Source: an optimization exercise on an open RTL-to-GDS flow (aim: small area and a short achievable clock period). Production flows keep margins and buffers that such runs may drop. RTL that was checked went through simulation tests only; none was proved equivalent to the original. No driver is modelled on the clock port, so clock power and skew are understated where the tree is cut down; a real chip needs a root buffer or a tree. No activity file was given, so power comes from the tool's default toggle rates.

==> try-willow <==
==> flow/design.v (excerpt) <==
module multiplier(clk, INPUT_A, INPUT_B, RES);
  input clk;
  input [7:0] INPUT_A, INPUT_B;
  output reg [15:0] RES;
  reg [7:0] a_r, b_r;
  reg r2_p0;
  reg r2_p1;
  reg r2_p2;
  reg r2_p3;
  reg r2_p4;
  reg r2_cin;
  reg r2_g5;
  reg r2_q5;
  reg r2_g6;
  reg r2_q6;
  reg r2_g7;
  reg r2_q7;
  reg r2_g8;
  reg r2_q8;
  reg r2_g9;
  reg r2_q9;
  reg r2_g10;
  reg r2_q10;
  reg r2_g11;
  reg r2_q11;
  reg r2_g12;
  reg r2_q12;
  reg r2_g13;
  reg r2_q13;
  reg r2_g14;
  reg r2_q14;
  wire [15:0] prod;
  wire pp1;
  wire pp2;
  wire pp3;
  wire pp4;
  wire pp5;
  wire pp6;
  wire pp7;
  wire pp8;
  wire pp9;
  wire pp10;
  wire pp11;
  wire pp12;
  wire pp13;
  wire pp14;
  wire pp15;
  wire pp16;
  wire pp17;
  wire pp18;
  wire pp19;
  wire pp20;
  wire pp21;
  wire pp22;
  wire pp23;
  wire pp24;
  wire pp25;
  wire pp26;
  wire pp27;
  wire pp28;
  wire pp29;
  wire pp30;
  wire pp31;
  wire pp32;
  wire pp33;
  wire pp34;
  wire pp35;
  wire pp36;
  wire pp37;
  wire pp38;
  wire pp39;
  wire pp40;
  wire pp41;
  wire pp42;
  wire pp43;
  wire pp44;
  wire pp45;
  wire pp46;
  wire pp47;
  wire pp48;
  wire pp49;
  wire pp50;
  wire pp51;
  wire pp52;
  wire pp53;
  wire pp54;
  wire pp55;
  wire pp56;
  wire pp57;
  wire pp58;
  wire pp59;
  wire pp60;
  wire pp61;
  wire pp62;
  wire pp63;
  wire pp64;
  wire s65;
  wire c66;
  wire s67;
  wire c68;
  wire s69;
  wire c70;
  wire s71;
  wire c72;
  wire s73;
  wire c74;
  wire s75;
  wire c76;
  wire s77;
  wire c78;
  wire s79;
  wire c80;
  wire s81;
  wire c82;
  wire s83;
  wire c84;
  wire s85;
  wire c86;
  wire s87;
  wire c88;
  wire s89;
  wire c90;
  wire s91;
  wire c92;
  wire s93;
  wire c94;
  wire s95;
  wire c96;
  wire s97;
  wire c98;
  wire s99;
  wire c100;
  wire s101;
  wire c102;
  wire s103;
  wire c104;
  ...
clock: 4.0 ns
lec_check: 0
cap_margin: 20
core_margin: 2
core_utilization: 40
cts_cluster_diameter: 100
cts_cluster_size: 30
slew_margin: 20
synth_hierarchical: 1
standard.sh (not shown) runs the stock make flow with config.mk's settings and CLKGATE_MAP_FILE= SYNTH_SCRIPT=/design/flow/synth_recipe.tcl, a recipe that flattens the netlist after the stock synthesis.
==> flow/flow/run.sh <==
#!/bin/bash
# Own layout flow: the standard flow (standard.sh) with the standard synthesis
# unchanged, small port buffers, and (flow/skew.tcl, run after clock tree synthesis)
# a separate delayed clock branch for the internal pipeline register.
# Each step writes its full output to its own log file here.
set -euo pipefail
here=$(pwd)
extra=()
while IFS= read -r line; do
  [[ -z "$line" || "$line" == \#* ]] && continue
  extra+=("${line//@HERE@/$here}")
done < flow/extra.txt
bash standard.sh synth > "$here/synth.log" 2>&1
bash standard.sh "${extra[@]}" floorplan > "$here/floorplan.log" 2>&1
bash standard.sh "${extra[@]}" place > "$here/place.log" 2>&1
bash standard.sh "${extra[@]}" cts > "$here/cts.log" 2>&1
bash standard.sh "${extra[@]}" route > "$here/route.log" 2>&1
bash standard.sh "${extra[@]}" finish > "$here/finish.log" 2>&1
Other scripts of this flow, unchanged in this note and not shown: flow/flow/extra.txt, flow/flow/skew.tcl, flow/flow/skew_body.tcl
==> inputs of try-harbor, as changes to try-willow <==
- CTS_CLUSTER_DIAMETER: 100 -> unset
- CTS_CLUSTER_SIZE: 30 -> unset
==> summary of the runs <==
- try-willow completed with no timing, DRC or antenna violations. try-harbor finished clean.
- In sequential cell count, try-willow and try-harbor do not differ.
- In clock skew, try-willow and try-harbor do not differ.
- In global-route usage, try-willow and try-harbor do not differ.
- In cell count, try-harbor and try-willow do not differ.
- In total power, try-harbor and try-willow do not differ.
- First-iteration DRC count is the same in try-harbor and try-willow.

* * *

==> trial 28 <==
multiplier, a different RTL version from the one above (not shown whole).
clock: 4.0 ns
lec_check: 0
cap_margin: 20
core_margin: 2
core_utilization: 40
slew_margin: 20
synth_hierarchical: 1
==> flow/flow/skew_body.tcl <==
# POST_CTS hook: give the internal pipeline register (cells matching SKEW_PATTERN)
# its own clock branch, a buffer chain from the clock port whose delay balances
# the register-to-register paths into and out of it. The registers that face
# the ports stay on the standard clock tree. Hold is repaired afterwards.
set pattern $::env(SKEW_PATTERN)
set block [ord::get_db_block]
set db [ord::get_db]
set_propagated_clock [all_clocks]

set flops {}
foreach inst [$block getInsts] {
  if {[string match $pattern [$inst getName]] && [$inst findITerm CLK] ne "NULL"} { lappend flops $inst }
}
puts "SKEW: [llength $flops] registers match $pattern"
set clk_net [[$block findBTerm $::env(SKEW_CLOCK_PORT)] getNet]

# centroid of the skewed registers
set sx 0; set sy 0
foreach f $flops { lassign [$f getLocation] x y; set sx [expr {$sx + $x}]; set sy [expr {$sy + $y}] }
set cx [expr {int($sx / [llength $flops])}]
set cy [expr {int($sy / [llength $flops])}]

# move the registers to a new net
set old_nets {}
set skew_net [odb::dbNet_create $block skew_clk_leaf]
$skew_net setSigType CLOCK
foreach f $flops {
  set it [$f findITerm CLK]
  set n [$it getNet]
  if {$n ne "NULL"} { lappend old_nets $n }
  $it disconnect
  $it connect $skew_net
}

set chain {}
set chain_nets {}
proc build_chain {cells} {
  global block db chain chain_nets clk_net skew_net cx cy
  foreach i $chain { odb::dbInst_destroy $i }
  foreach n $chain_nets { odb::dbNet_destroy $n }
  set chain {}; set chain_nets {}
  set prev $clk_net
  set k 0
  set ncell [llength $cells]
  foreach c $cells {
    incr k
    set inst [odb::dbInst_create $block [$db findMaster $c] skew_clk_buf_$k]
    $inst setLocation [expr {$cx + 2000 * $k}] $cy
    $inst setPlacementStatus PLACED
    [$inst findITerm A] connect $prev
    if {$k == $ncell} {
      set out $skew_net
    } else {
      set out [odb::dbNet_create $block skew_clk_n$k]
      $out setSigType CLOCK
      lappend chain_nets $out
    }
    [$inst findITerm X] connect $out
    lappend chain $inst
    set prev $out
  }
}

# remove clock tree buffers left without loads
proc prune_tree {} {
  global block
  set again 1
  while {$again} {
    set again 0
    foreach inst [$block getInsts] {
      set m [[$inst getMaster] getName]
      if {![string match *clkbuf* $m] && ![string match *clkinv* $m] && ![string match *bufinv* $m] && ![string match *inv_* $m]} { continue }
      if {![string match clk* [$inst getName]]} { continue }
      set out [$inst findITerm X]
      if {$out eq "NULL"} { set out [$inst findITerm Y] }
      if {$out eq "NULL"} { continue }
      set n [$out getNet]
      if {$n eq "NULL" || [llength [$n getITerms]] <= 1 && [llength [$n getBTerms]] == 0} {
        puts "SKEW: removing unloaded clock cell [$inst getName]"
        odb::dbInst_destroy $inst
        if {$n ne "NULL"} { odb::dbNet_destroy $n }
        set again 1
      }
    }
  }
}
# optionally replace the rest of the tree by one buffer from the port (small designs)
if {[info exists ::env(SKEW_MAIN_DRIVER)] && $::env(SKEW_MAIN_DRIVER) ne ""} {
  set main {}
  foreach inst [$block getInsts] {
    if {[lsearch -exact $flops $inst] >= 0} { continue }
    set it [$inst findITerm CLK]
    if {$it eq "NULL" || ![[$inst getMaster] isSequential]} { continue }
    lappend main $inst
  }
  set mx 0; set my 0
  foreach f $main { lassign [$f getLocation] x y; set mx [expr {$mx + $x}]; set my [expr {$my + $y}] }
  set mx [expr {int($mx / [llength $main])}]
  set my [expr {int($my / [llength $main])}]
  set main_net [odb::dbNet_create $block main_clk_leaf]
  $main_net setSigType CLOCK
  foreach f $main {
    set it [$f findITerm CLK]
    $it disconnect
    $it connect $main_net
  }
  set mb [odb::dbInst_create $block [$db findMaster $::env(SKEW_MAIN_DRIVER)] main_clk_buf]
  $mb setLocation $mx $my
  $mb setPlacementStatus PLACED
  [$mb findITerm A] connect $clk_net
  [$mb findITerm X] connect $main_net
  puts "SKEW: [llength $main] other registers on one [$::env(SKEW_MAIN_DRIVER)]"
}
prune_tree

set best ""
set best_ws -1e9
set drv $::env(SKEW_DRIVER)
foreach cand $::env(SKEW_CANDIDATES) {
  set cells [concat [split $cand +] $drv]
  if {$cand eq "none"} { set cells $drv }
  build_chain $cells
  estimate_parasitics -placement
  set ws [worst_slack -max]
  puts "SKEW: chain $cells worst setup slack $ws"
  if {$ws > $best_ws + 0.005} { set best_ws $ws; set best $cells }
}
puts "SKEW: chosen chain $best ($best_ws)"
build_chain $best
detailed_placement
estimate_parasitics -placement
puts "SKEW: after placement: setup [worst_slack -max] hold [worst_slack -min]"
repair_timing -hold -hold_margin $::env(SKEW_HOLD_MARGIN) -verbose
detailed_placement
check_placement -verbose
estimate_parasitics -placement
puts "SKEW: final: setup [worst_slack -max] hold [worst_slack -min]"
Scripts as last shown in full above: flow/flow/run.sh
Other scripts of this flow, unchanged in this note and not shown: flow/flow/extra.txt, flow/flow/skew.tcl
==> trial 7: changes against trial 28 <==
--- a/flow/design.v
+++ b/flow/design.v
@@ -6,10 +6,16 @@
   assign y = a | b;
 endmodule
 module nor2m(input a, input b, output y);
   assign y = ~(a | b);
 endmodule
+module gcell(input gh, input ph, input gl, output g);
+  assign g = gh | (ph & gl);
+endmodule
+module pcell(input ph, input pl, output p);
+  assign p = ph & pl;
+endmodule
 module multiplier(clk, INPUT_A, INPUT_B, RES);
   input clk;
   input [7:0] INPUT_A, INPUT_B;
   output reg [15:0] RES;
   reg [7:0] a_r, b_r;
@@ -216,43 +222,50 @@
   wire p174;
   wire g175;
   wire p176;
   wire g177;
   wire G1_178;
-  wire P1_179;
   wire G1_180;
   wire P1_181;
   wire G1_182;
   wire P1_183;
   wire G1_184;
   wire P1_185;
   wire G1_186;
   wire P1_187;
-  wire G2_188;
-  wire P2_189;
-  wire G2_190;
-  wire P2_191;
-  wire G2_192;
-  wire P2_193;
-  wire G2_194;
-  wire P2_195;
-  wire G2_196;
-  wire P2_197;
-  wire G3_198;
-  wire P3_199;
-  wire G3_200;
-  wire P3_201;
-  wire G3_202;
-  wire P3_203;
-  wire G3_204;
-  wire P3_205;
-  wire G4_206;
-  wire P4_207;
-  wire G4_208;
-  wire P4_209;
-  wire G4_210;
-  wire P4_211;
+  wire G1_188;
+  wire P1_189;
+  wire G1_190;
+  wire P1_191;
+  wire G1_192;
+  wire P1_193;
+  wire G1_194;
+  wire P1_195;
+  wire G2_198;
+  wire G2_200;
+  wire G2_202;
+  wire P2_203;
+  wire G2_204;
+  wire P2_205;
+  wire G2_206;
+  wire P2_207;
+  wire G2_208;
+  wire P2_209;
+  wire G2_210;
+  wire P2_211;
+  wire G2_212;
+  wire P2_213;
+  wire G3_216;
+  wire G3_218;
+  wire G3_220;
+  wire G3_222;
+  wire G3_224;
+  wire P3_225;
+  wire G3_226;
+  wire P3_227;
+  wire G4_230;
+  wire G4_232;
   always @(posedge clk) begin
     a_r <= INPUT_A;
     b_r <= INPUT_B;
     r2_p0 <= ~pp1;
     r2_p1 <= s149;
@@ -427,51 +440,58 @@
   assign prod[1] = r2_p1;
   assign prod[2] = r2_p2;
   assign prod[3] = r2_p3;
   assign prod[4] = r2_p4;
   assign g177 = r2_g5 | (r2_q5 & r2_cin);
-  assign G1_178 = r2_g6 | (r2_q6 & g177);
-  assign P1_179 = r2_q6 & r2_q5;
-  assign G1_180 = r2_g8 | (r2_q8 & r2_g7);
-  assign P1_181 = r2_q8 & r2_q7;
-  assign G1_182 = r2_g10 | (r2_q10 & r2_g9);
-  assign P1_183 = r2_q10 & r2_q9;
-  assign G1_184 = r2_g12 | (r2_q12 & r2_g11);
-  assign P1_185 = r2_q12 & r2_q11;
-  assign G1_186 = r2_g14 | (r2_q14 & r2_g13);
-  assign P1_187 = r2_q14 & r2_q13;
-  assign G2_188 = r2_g7 | (r2_q7 & G1_178);
-  assign P2_189 = r2_q7 & P1_179;
-  assign G2_190 = G1_180 | (P1_181 & G1_178);
-  assign P2_191 = P1_181 & P1_179;
-  assign G2_192 = r2_g11 | (r2_q11 & G1_182);
-  assign P2_193 = r2_q11 & P1_183;
-  assign G2_194 = G1_184 | (P1_185 & G1_182);
-  assign P2_195 = P1_185 & P1_183;
-  assign G2_196 = 1'b0 | (1'b0 & G1_186);
-  assign P2_197 = 1'b0 & P1_187;
-  assign G3_198 = r2_g9 | (r2_q9 & G2_190);
-  assign P3_199 = r2_q9 & P2_191;
-  assign G3_200 = G1_182 | (P1_183 & G2_190);
-  assign P3_201 = P1_183 & P2_191;
-  assign G3_202 = G2_192 | (P2_193 & G2_190);
-  assign P3_203 = P2_193 & P2_191;
-  assign G3_204 = G2_194 | (P2_195 & G2_190);
-  assign P3_205 = P2_195 & P2_191;
-  assign G4_206 = r2_g13 | (r2_q13 & G3_204);
-  assign P4_207 = r2_q13 & P3_205;
-  assign G4_208 = G1_186 | (P1_187 & G3_204);
-  assign P4_209 = P1_187 & P3_205;
-  assign G4_210 = G2_196 | (P2_197 & G3_204);
-  assign P4_211 = P2_197 & P3_205;
+  gcell u_G1_178 (.gh(r2_g6), .ph(r2_q6), .gl(g177), .g(G1_178));
+  gcell u_G1_180 (.gh(r2_g7), .ph(r2_q7), .gl(r2_g6), .g(G1_180));
+  pcell u_P1_181 (.ph(r2_q7), .pl(r2_q6), .p(P1_181));
+  gcell u_G1_182 (.gh(r2_g8), .ph(r2_q8), .gl(r2_g7), .g(G1_182));
+  pcell u_P1_183 (.ph(r2_q8), .pl(r2_q7), .p(P1_183));
+  gcell u_G1_184 (.gh(r2_g9), .ph(r2_q9), .gl(r2_g8), .g(G1_184));
+  pcell u_P1_185 (.ph(r2_q9), .pl(r2_q8), .p(P1_185));
+  gcell u_G1_186 (.gh(r2_g10), .ph(r2_q10), .gl(r2_g9), .g(G1_186));
+  pcell u_P1_187 (.ph(r2_q10), .pl(r2_q9), .p(P1_187));
+  gcell u_G1_188 (.gh(r2_g11), .ph(r2_q11), .gl(r2_g10), .g(G1_188));
+  pcell u_P1_189 (.ph(r2_q11), .pl(r2_q10), .p(P1_189));
+  gcell u_G1_190 (.gh(r2_g12), .ph(r2_q12), .gl(r2_g11), .g(G1_190));
+  pcell u_P1_191 (.ph(r2_q12), .pl(r2_q11), .p(P1_191));
+  gcell u_G1_192 (.gh(r2_g13), .ph(r2_q13), .gl(r2_g12), .g(G1_192));
+  pcell u_P1_193 (.ph(r2_q13), .pl(r2_q12), .p(P1_193));
+  gcell u_G1_194 (.gh(r2_g14), .ph(r2_q14), .gl(r2_g13), .g(G1_194));
+  pcell u_P1_195 (.ph(r2_q14), .pl(r2_q13), .p(P1_195));
+  gcell u_G2_198 (.gh(G1_180), .ph(P1_181), .gl(g177), .g(G2_198));
+  gcell u_G2_200 (.gh(G1_182), .ph(P1_183), .gl(G1_178), .g(G2_200));
+  gcell u_G2_202 (.gh(G1_184), .ph(P1_185), .gl(G1_180), .g(G2_202));
+  pcell u_P2_203 (.ph(P1_185), .pl(P1_181), .p(P2_203));
+  gcell u_G2_204 (.gh(G1_186), .ph(P1_187), .gl(G1_182), .g(G2_204));
+  pcell u_P2_205 (.ph(P1_187), .pl(P1_183), .p(P2_205));
+  gcell u_G2_206 (.gh(G1_188), .ph(P1_189), .gl(G1_184), .g(G2_206));
+  pcell u_P2_207 (.ph(P1_189), .pl(P1_185), .p(P2_207));
+  gcell u_G2_208 (.gh(G1_190), .ph(P1_191), .gl(G1_186), .g(G2_208));
+  pcell u_P2_209 (.ph(P1_191), .pl(P1_187), .p(P2_209));
+  gcell u_G2_210 (.gh(G1_192), .ph(P1_193), .gl(G1_188), .g(G2_210));
+  pcell u_P2_211 (.ph(P1_193), .pl(P1_189), .p(P2_211));
+  gcell u_G2_212 (.gh(G1_194), .ph(P1_195), .gl(G1_190), .g(G2_212));
+  pcell u_P2_213 (.ph(P1_195), .pl(P1_191), .p(P2_213));
+  gcell u_G3_216 (.gh(G2_202), .ph(P2_203), .gl(g177), .g(G3_216));
+  gcell u_G3_218 (.gh(G2_204), .ph(P2_205), .gl(G1_178), .g(G3_218));
+  gcell u_G3_220 (.gh(G2_206), .ph(P2_207), .gl(G2_198), .g(G3_220));
+  gcell u_G3_222 (.gh(G2_208), .ph(P2_209), .gl(G2_200), .g(G3_222));
+  gcell u_G3_224 (.gh(G2_210), .ph(P2_211), .gl(G2_202), .g(G3_224));
+  pcell u_P3_225 (.ph(P2_211), .pl(P2_203), .p(P3_225));
+  gcell u_G3_226 (.gh(G2_212), .ph(P2_213), .gl(G2_204), .g(G3_226));
+  pcell u_P3_227 (.ph(P2_213), .pl(P2_205), .p(P3_227));
+  gcell u_G4_230 (.gh(G3_224), .ph(P3_225), .gl(g177), .g(G4_230));
+  gcell u_G4_232 (.gh(G3_226), .ph(P3_227), .gl(G1_178), .g(G4_232));
   assign prod[5] = r2_q5 ^ r2_cin;
   assign prod[6] = r2_q6 ^ g177;
   assign prod[7] = r2_q7 ^ G1_178;
-  assign prod[8] = r2_q8 ^ G2_188;
-  assign prod[9] = r2_q9 ^ G2_190;
-  assign prod[10] = r2_q10 ^ G3_198;
-  assign prod[11] = r2_q11 ^ G3_200;
-  assign prod[12] = r2_q12 ^ G3_202;
-  assign prod[13] = r2_q13 ^ G3_204;
-  assign prod[14] = r2_q14 ^ G4_206;
-  assign prod[15] = 1'b0 ^ G4_208;
+  assign prod[8] = r2_q8 ^ G2_198;
+  assign prod[9] = r2_q9 ^ G2_200;
+  assign prod[10] = r2_q10 ^ G3_216;
+  assign prod[11] = r2_q11 ^ G3_218;
+  assign prod[12] = r2_q12 ^ G3_220;
+  assign prod[13] = r2_q13 ^ G3_222;
+  assign prod[14] = r2_q14 ^ G4_230;
+  assign prod[15] = 1'b0 ^ G4_232;
 endmodule
--- a/flow/flow/skew_body.tcl
+++ b/flow/flow/skew_body.tcl
@@ -107,11 +107,11 @@
   set mb [odb::dbInst_create $block [$db findMaster $::env(SKEW_MAIN_DRIVER)] main_clk_buf]
   $mb setLocation $mx $my
   $mb setPlacementStatus PLACED
   [$mb findITerm A] connect $clk_net
   [$mb findITerm X] connect $main_net
-  puts "SKEW: [llength $main] other registers on one [$::env(SKEW_MAIN_DRIVER)]"
+  puts "SKEW: [llength $main] other registers on one $::env(SKEW_MAIN_DRIVER)"
 }
 prune_tree
 
 set best ""
 set best_ws -1e9
==> impl_metrics.env <==
export IMPL_outcome="finished clean"
export IMPL_synth_xor_area_share_pct=7.892
export IMPL_synth_area_per_cell_um2=10.97
export IMPL_synthAdderAreaFrac_pct=27.23
export IMPL_synth_common_cells="dfxtp_1, nand2_1, fa_1, a21o_1, xor2_1"
export IMPL_place_area_um2=3072
export IMPL_dp_cells=380
export IMPL_pre_cts_ws_ns=1.214
export IMPL_post_dp_hpwl_um=3801
export IMPL_yosys_top_cells_area="dfxtp_1, fa_1, nand2_1"
export IMPL_synthCells=263
export IMPL_yosysSeqAreaShare_pct=40.24
export IMPL_start_util_pct=42.00
export IMPL_routabilityCongestion=0.8171
export IMPL_muxShareOfSynthArea_pct=0
export IMPL_syn_area_um2=2885
[end of results for trial 7]
==> impl_metrics.env <==
export IMPL_synth_area_per_cell_um2=10.99
export IMPL_routabilityCongestion=0.8461
export IMPL_syn_area_um2=2736
export IMPL_pre_cts_ws_ns=1.263
export IMPL_error="Error: cts.tcl, 90 invalid command name \"sky130_fd_sc_hd__clkbuf_16\""
export IMPL_yosysSeqAreaShare_pct=42.43
export IMPL_muxShareOfSynthArea_pct=0.3658
export IMPL_lastStage="4_1_cts"
export IMPL_outcome="stopped before the end"
[end of results for trial 28]
No functional check of the RTL was part of any run of this note. The clock cells of trial 7 come from the design's own scripts or RTL, not from TritonCTS.

-- re-timing with driven ports --
The results above use ideal ports. As a check the final layouts listed here were re-extracted and re-timed, cells and wires unchanged. Step 1 (the two cells are an assumption about what drives the block):
set clk [get_ports {clk}]
set_driving_cell -lib_cell sky130_fd_sc_hd__clkbuf_16 $clk
set_driving_cell -lib_cell sky130_fd_sc_hd__buf_2 [delete_from_list [all_inputs] $clk]
Step 2, shift: input delay + t, output delay - t, t = (earliest + latest rising clock arrival at the registers) / 2. This alone moves slack from input paths to output paths. Slacks: ideal ports / drivers / drivers and shift; pairs: ideal ports / drivers.
| run | shift t [ns] | setup slack, ns | worst setup path after step 2 | latest minus earliest clock arrival (ns) | slew at the worst register clock pin (ns) |
|---|---|---|---|---|---|
| try-willow | 0.523 | 1.607 / 1.606 / 1.606 | register to register | 0.397 / 0.397 | 0.09 / 0.09 |
| try-harbor | 0.523 | 1.607 / 1.606 / 1.606 | register to register | 0.397 / 0.397 | 0.09 / 0.09 |
| trial 7 | 0.469 | 1.713 / 1.712 / 1.712 | register to register | 0.521 / 0.520 | 0.11 / 0.11 |
In every run listed the clock reaches the registers at very different times; t lies between them, and the last value is a rough guide only.
